What follows belongs to an exercise in optimizing a design on an open flow for small area; a production flow would make more cautious choices.
Only simulation tests tie the RTL to the original design; equivalence was not proved.
Power is estimated from default activity; no workload was simulated.

Design clock_top_57, start of the top module:
module clock_top_57 (
    input           clk_50m_57,
    input   [7:0]   sw_57 ,
    input   [7:0]   key_57 ,
    output  [6:0]   seg_57,
    output  [7:0]   dig_57,
    output  [7:0]   led_57,
    output          bell_57
);
wire clk = clk_50m_57;
wire rst;
wire [7:0] kout;
wire [7:0] krise;
deshake1_57 #(.EDGE(1)) u_deshake0 (.clk_50m_57(clk), .rst_57(rst), .key_in_57(key_57[0]), .key_out_57(kout[0]), .key_rise_57(krise[0]));
deshake1_57 #(.EDGE(1)) u_deshake1 (.clk_50m_57(clk), .rst_57(rst), .key_in_57(key_57[1]), .key_out_57(kout[1]), .key_rise_57(krise[1]));
deshake1_57 #(.EDGE(1)) u_deshake2 (.clk_50m_57(clk), .rst_57(rst), .key_in_57(key_57[2]), .key_out_57(kout[2]), .key_rise_57(krise[2]));
deshake1_57 #(.EDGE(0)) u_deshake3 (.clk_50m_57(clk), .rst_57(rst), .key_in_57(key_57[3]), .key_out_57(kout[3]), .key_rise_57(krise[3]));
deshake1_57 #(.EDGE(0)) u_deshake4 (.clk_50m_57(clk), .rst_57(rst), .key_in_57(key_57[4]), .key_out_57(kout[4]), .key_rise_57(krise[4]));
deshake1_57 #(.EDGE(0)) u_deshake5 (.clk_50m_57(clk), .rst_57(rst), .key_in_57(key_57[5]), .key_out_57(kout[5]), .key_rise_57(krise[5]));
  ...
clock: 20.0 ns
lec_check: 0
cap_margin: 20
core_margin: 2
core_utilization: 40
slew_margin: 20
standard.sh (not shown) runs the stock make flow with config.mk's settings and CLKGATE_MAP_FILE= SYNTH_SCRIPT=/design/flow/synth_recipe.tcl, a recipe that flattens the netlist after the stock synthesis.
==> flow/flow/run.sh <==
#!/bin/bash
# Own layout flow: the standard ORFS flow (standard.sh) with three changes:
#  - synthesis maps all logic (no separate adder-cell mapping) with an area-oriented
#    ABC script (flow/abc_area.script).
#    Flip-flops are mapped before ABC runs, so the registers, their names and cell
#    types are exactly those of the standard synthesis;
#  - port buffers are the smallest buffer (buf_1) instead of clkdlybuf4s50_1;
#  - clock tree synthesis options (flow/cts_args.txt).
# Each tool's full output goes to the ORFS step logs under orfs/logs/ and the whole
# make output to flow_make.log in the folder the flow runs in.
set -euo pipefail
F="$(cd "$(dirname "${BASH_SOURCE[0]}")" && pwd)"
W="$(pwd)"
{
    printf 'proc abc {args} {\n'
    printf '  set i [lsearch -exact $args -script]\n'
    printf '  if {$i >= 0} { lset args [expr {$i + 1}] {%s} }\n' "$F/abc_area.script"
    printf '  puts "own flow: abc with %s"\n' "$F/abc_area.script"
    printf '  yosys abc {*}$args\n'
    printf '}\n'
    cat "$W/synth_recipe.tcl"
} > "$W/own_synth.tcl"
CTS="$(tr '\n' ' ' < "$F/cts_args.txt")"
bash "$W/standard.sh" \
    SYNTH_SCRIPT="$W/own_synth.tcl" \
    ADDER_MAP_FILE= \
    BUFFER_PORTS_ARGS="-buffer_cell sky130_fd_sc_hd__buf_1" \
    CTS_ARGS="$CTS" \
    finish > "$W/flow_make.log" 2>&1
==> flow/flow/abc_area.script <==
strash
dch -f
map -a
mfs2 -a
strash
dch -f
map -a
mfs2 -a
strash
dch -f
map -a
mfs2 -a
strash
dch -f
map -a
mfs2 -a
strash
dch -f
map -a
topo
==> flow/flow/cts_args.txt <==
-sink_clustering_enable -repair_clock_nets -buf_list sky130_fd_sc_hd__clkbuf_8 -sink_clustering_size 12 -sink_clustering_max_diameter 100
Then changed:
--- a/flow/design.v
+++ b/flow/design.v
@@ -97,30 +97,34 @@
         if (t7_end & (t4 == 2'd3))     n28 <= ~n28;
     end
 end
 wire note_do  = n47[0] ^ p;
 wire note_re  = n42;
 wire note_mi  = n37[0] ^ p;
 wire note_fa  = n35;
 wire note_so  = n31[0] ^ p;
 wire note_la  = n28;
 wire note_ti  = clk1k;
 wire note_doh = n23[0] ^ p;
 reg [2:0] scan;
+reg       shine;
 always @(posedge clk) begin
-    if (rst)         scan <= 0;
-    else if (tick1k) scan <= scan + 3'd1;
+    if (rst) begin
+        scan  <= 0;
+        shine <= 0;
+    end else if (tick1k) begin
+        scan <= scan + 3'd1;
+        if ((t50 == 5'd24) & c500 & (t2500 == 3'd4)) shine <= ~shine;   
+    end
 end
-wire late  = (t50 == 5'd24) & c500 & clk1k & ~t25_zero;
-wire shine = t2500[0] ^ c1 ^ (late & (t2500 == 3'd4));
 reg [5:0] mel;
 reg [2:0] num;
 always @(posedge clk) begin
     if (rst) begin
         mel <= 0;
         num <= 0;
     end else if (tick1) begin
         mel <= mel + 6'd1;
         if ((mel == 6'd63) & (num != 3'd5)) num <= num + 3'd1;
     end
 end
 wire clock_e   = sw_57[0];
@@ -329,29 +333,27 @@
         se <= 1'b1;
         if ((sec == ssec) & (min == smin) & (hour == shour)) model <= 1'b0;
         else if ((sec == 6'd0) & (min == 6'd0))              model <= 1'b1;
     end
 end
 reg [2:0] pos2;
 always @(posedge clk) begin
     if (rst) pos2 <= 0;
     else if (tick1 & game_e) pos2 <= pos2 + 3'd1;
 end
 wire       cleared = (num == 3'd5) | ((num == 3'd4) & (mel[5:1] != 5'd0));
 wire       led1_on = (num == 3'd0) & mel[0] & (mel <= 6'd33);
-wire       led_oh  = game_e | (se & ~model & ~cleared);
-wire       led_pat = ~game_e & se & model & led1_on;
-wire [2:0] led_idx = game_e ? pos2 : mel[2:0];
-assign led_57 = ({8{led_oh}} & (8'd1 << led_idx)) |
-                ({8{led_pat}} & (mel[2] ? 8'b10101010 : 8'b01010101));
+wire [7:0] led1    = led1_on ? (mel[2] ? 8'b10101010 : 8'b01010101) : 8'd0;
+wire [7:0] led0    = cleared ? 8'd0 : (8'd1 << mel[2:0]);
+assign led_57 = game_e ? (8'd1 << pos2) : se ? (model ? led1 : led0) : 8'd0;
 reg bm, b3;
 reg note_m;
 always @(*) begin
     case (mel)
         6'd0, 6'd1, 6'd2, 6'd16, 6'd17, 6'd18: note_m = note_doh;
         6'd3, 6'd19, 6'd48, 6'd49, 6'd50, 6'd51: note_m = note_la;
         6'd4, 6'd5, 6'd6, 6'd20, 6'd21, 6'd22, 6'd52, 6'd53, 6'd54, 6'd56, 6'd57, 6'd58, 6'd59, 6'd60, 6'd61: note_m = note_so;
         6'd7, 6'd23, 6'd12, 6'd13, 6'd14, 6'd15, 6'd27, 6'd35, 6'd44, 6'd45, 6'd46, 6'd55: note_m = note_fa;
         6'd8, 6'd9, 6'd10, 6'd24, 6'd25, 6'd26, 6'd32, 6'd33, 6'd34, 6'd40, 6'd41, 6'd42: note_m = note_re;
         6'd11, 6'd43: note_m = note_mi;
         6'd28, 6'd29, 6'd30, 6'd31, 6'd36, 6'd37, 6'd38, 6'd39: note_m = note_do;
         6'd47: note_m = note_ti;
Result: Cell area stays flat. Routed wire length came out higher by about 0.75%. First-iteration DRC count came out higher by 7.6%. Count of clock-buffer cells in the layout came out lower by 1. Non-clock buffer count stays the same. Total power came out higher by about 0.44%. Cell count hardly moves. Sequential power barely changes. Utilization barely changes. Die area hardly moves.

## static timing again, ports no longer ideal
In the flow no input, the clock included, has a driving cell. The finished layouts below were timed again as built, in two steps. Step 1 (the two cells are an assumption about what drives the block):
set clk [get_ports {clk_50m_57}]
set_driving_cell -lib_cell sky130_fd_sc_hd__clkbuf_16 $clk
set_driving_cell -lib_cell sky130_fd_sc_hd__buf_2 [delete_from_list [all_inputs] $clk]
Step 2 times the ports against the registers' clock, not the clock port: input delays grow and output delays shrink by t, the midpoint of the rising clock arrivals with the driver on. Slacks: no drivers / after step 1 / after step 2; pairs: no drivers / after step 1.
run	t, ns	slack for setup (ns)	hold slack, ns	clock arrival spread, ns	worst register clock-pin slew, ns
the first run	0.658	6.157 / 6.108 / 6.108	0.433 / 0.433 / 0.433	0.024 / 0.024	0.09 / 0.09
the second run	0.651	6.549 / 6.470 / 6.470	0.435 / 0.435 / 0.435	0.035 / 0.036	0.09 / 0.09
After both steps every run listed still meets setup and hold. The setup slack of the second run, which loses most, moves by -0.079 ns with the drivers and by -0.079 ns with both steps.
